Context: an optimization exercise on an open-source flow, tuned for small area. The choices shown serve that exercise and are no tape-out recipe. In this exercise RTL edits were held to simulation tests only and were not proved equivalent to the original.

Design fp_mult, start of the top module:
module fp_mult (clk, reset, a, b, res);
  input clk;
  input reset;
  input [31:0] a;
  input [31:0] b;
  output reg [31:0] res;
  wire [7:0] xe0;
  wire [23:0] ma0, mb0;
  fpm_pre pre (.a(a), .b(b), .xe(xe0), .ma(ma0), .mb(mb0));
  reg s1;
  reg [7:0] xe1;
  reg [23:0] ma1, mb1;
  always @(posedge clk) begin
    s1 <= a[31] ^ b[31];
    xe1 <= xe0;
    ma1 <= ma0;
    mb1 <= mb0;
  end
  wire [24:0] ph1;
  wire g1;
  fpm_mul mul (.ma(ma1), .mb(mb1), .ph(ph1), .g(g1));
  reg s2;
  reg [7:0] xe2;
  reg [24:0] ph2;
  reg g2;
  always @(posedge clk) begin
    s2 <= s1;
    xe2 <= xe1;
    ph2 <= ph1;
    g2 <= g1;
  end
  wire [30:0] r2;
  fpm_round rnd (.xe(xe2), .ph(ph2), .g(g2), .r(r2));
  reg [31:0] r3;
  always @(posedge clk) r3 <= {s2, r2};
  always @(posedge clk) res <= reset ? r3 : 32'd0;
endmodule
Size: about 160 flip-flops, roughly 98 I/O pins, about 17,000 sq um of cells after synthesis.
==> flow/config.mk <==
export PLATFORM = sky130hd
export DESIGN_NAME = fp_mult
export DESIGN_NICKNAME = fp_mult
export VERILOG_FILES = /design/flow/design.v
export SDC_FILE = /design/flow/constraint.sdc
export NUM_CORES = 4
export LEC_CHECK = 0
export CAP_MARGIN = 0
export CORE_MARGIN = 2
export CORE_UTILIZATION = 60
export CTS_BUF_LIST = sky130_fd_sc_hd__clkbuf_8
export GPL_TIMING_DRIVEN = 0
export SLEW_MARGIN = 0
export SYNTH_HIERARCHICAL = 1
export SYNTH_MINIMUM_KEEP_SIZE = 0
==> flow/constraint.sdc <==
create_clock -name core_clock -period 8.0 [get_ports {clk}]
set_input_delay 1.6000 -clock core_clock [delete_from_list [all_inputs] [get_ports {clk}]]
set_output_delay 1.6000 -clock core_clock [all_outputs]
set_load 0.01 [all_outputs]
standard.sh (not shown) runs the stock make flow with config.mk's settings and CLKGATE_MAP_FILE= SYNTH_SCRIPT=/design/flow/synth_recipe.tcl, a recipe that flattens the netlist after the stock synthesis.
==> flow/flow/run.sh <==
#!/bin/bash
# Layout flow: the standard ORFS flow (standard synthesis unchanged) with
#  - the buffers synthesis inserted removed at floorplan (global placement
#    is not timing-driven here, so it would not remove them);
#  - plain buf_1 cells as the port buffers global placement inserts (every
#    input and output port still gets its own buffer);
#  - clock tree built from clkbuf_8 (clkbuf_16 at the root), without the
#    dummy loads CTS otherwise adds for balancing.
set -euo pipefail
export REMOVE_ABC_BUFFERS=1
export BUFFER_PORTS_ARGS="-buffer_cell sky130_fd_sc_hd__buf_1"
export CTS_ARGS="-sink_clustering_enable -repair_clock_nets -buf_list sky130_fd_sc_hd__clkbuf_8 -root_buf sky130_fd_sc_hd__clkbuf_16 -dont_use_dummy_load"
bash standard.sh > standard_flow.log 2>&1
Then changed:
--- a/flow/flow/run.sh
+++ b/flow/flow/run.sh
@@ -2,4 +2,2 @@
 # Layout flow: the standard ORFS flow (standard synthesis unchanged) with
-#  - the buffers synthesis inserted removed at floorplan (global placement
-#    is not timing-driven here, so it would not remove them);
 #  - plain buf_1 cells as the port buffers global placement inserts (every
@@ -9,3 +7,2 @@
 set -euo pipefail
-export REMOVE_ABC_BUFFERS=1
 export BUFFER_PORTS_ARGS="-buffer_cell sky130_fd_sc_hd__buf_1"
--- a/flow/config.mk
+++ b/flow/config.mk
@@ -9,5 +9,4 @@
 export CORE_MARGIN = 2
-export CORE_UTILIZATION = 60
+export CORE_UTILIZATION = 70
 export CTS_BUF_LIST = sky130_fd_sc_hd__clkbuf_8
-export GPL_TIMING_DRIVEN = 0
 export SLEW_MARGIN = 0
The new run finished clean; non-clock buffer count climbs by 18; clock skew increases by 0.019 ns; maximum frequency climbs by a few percent; first-iteration DRC count came out lower by a few percent; register-to-register slack improves by 0.24 ns; flip-flop and latch count does not change; area after synthesis is unchanged; sequential share of layout area climbs by 0.21 points.

==> port drivers added, routing unchanged <==
No port has a modelled driver above. Below, the same layouts with a new extraction and two added sets of constraints.
Step 1 sets driving cells, clkbuf_16 on the clock port and buf_2 on the other inputs (assumed; they add their load-dependent delay and slew).
Step 2 also shifts input and output timing later by t, the mid clock arrival at the registers, as if the neighbouring blocks saw the same clock.
Slacks: ideal / step 1 / step 2; pairs: ideal / step 1.
| run | t (ns) | setup slack, ns | worst hold slack (ns) | worst data-port slew with drivers (ns) | cell pins on the clock port's net |
|---|---|---|---|---|---|
| the first run | 0.439 | 0.335 / 0.335 / 0.335 | 0.332 / 0.332 / 0.332 | 0.03 | 1 |
| the second run | 0.422 | 0.578 / 0.578 / 0.578 | 0.312 / 0.312 / 0.312 | 0.03 | 1 |
After both steps setup and hold are still met in every run listed.
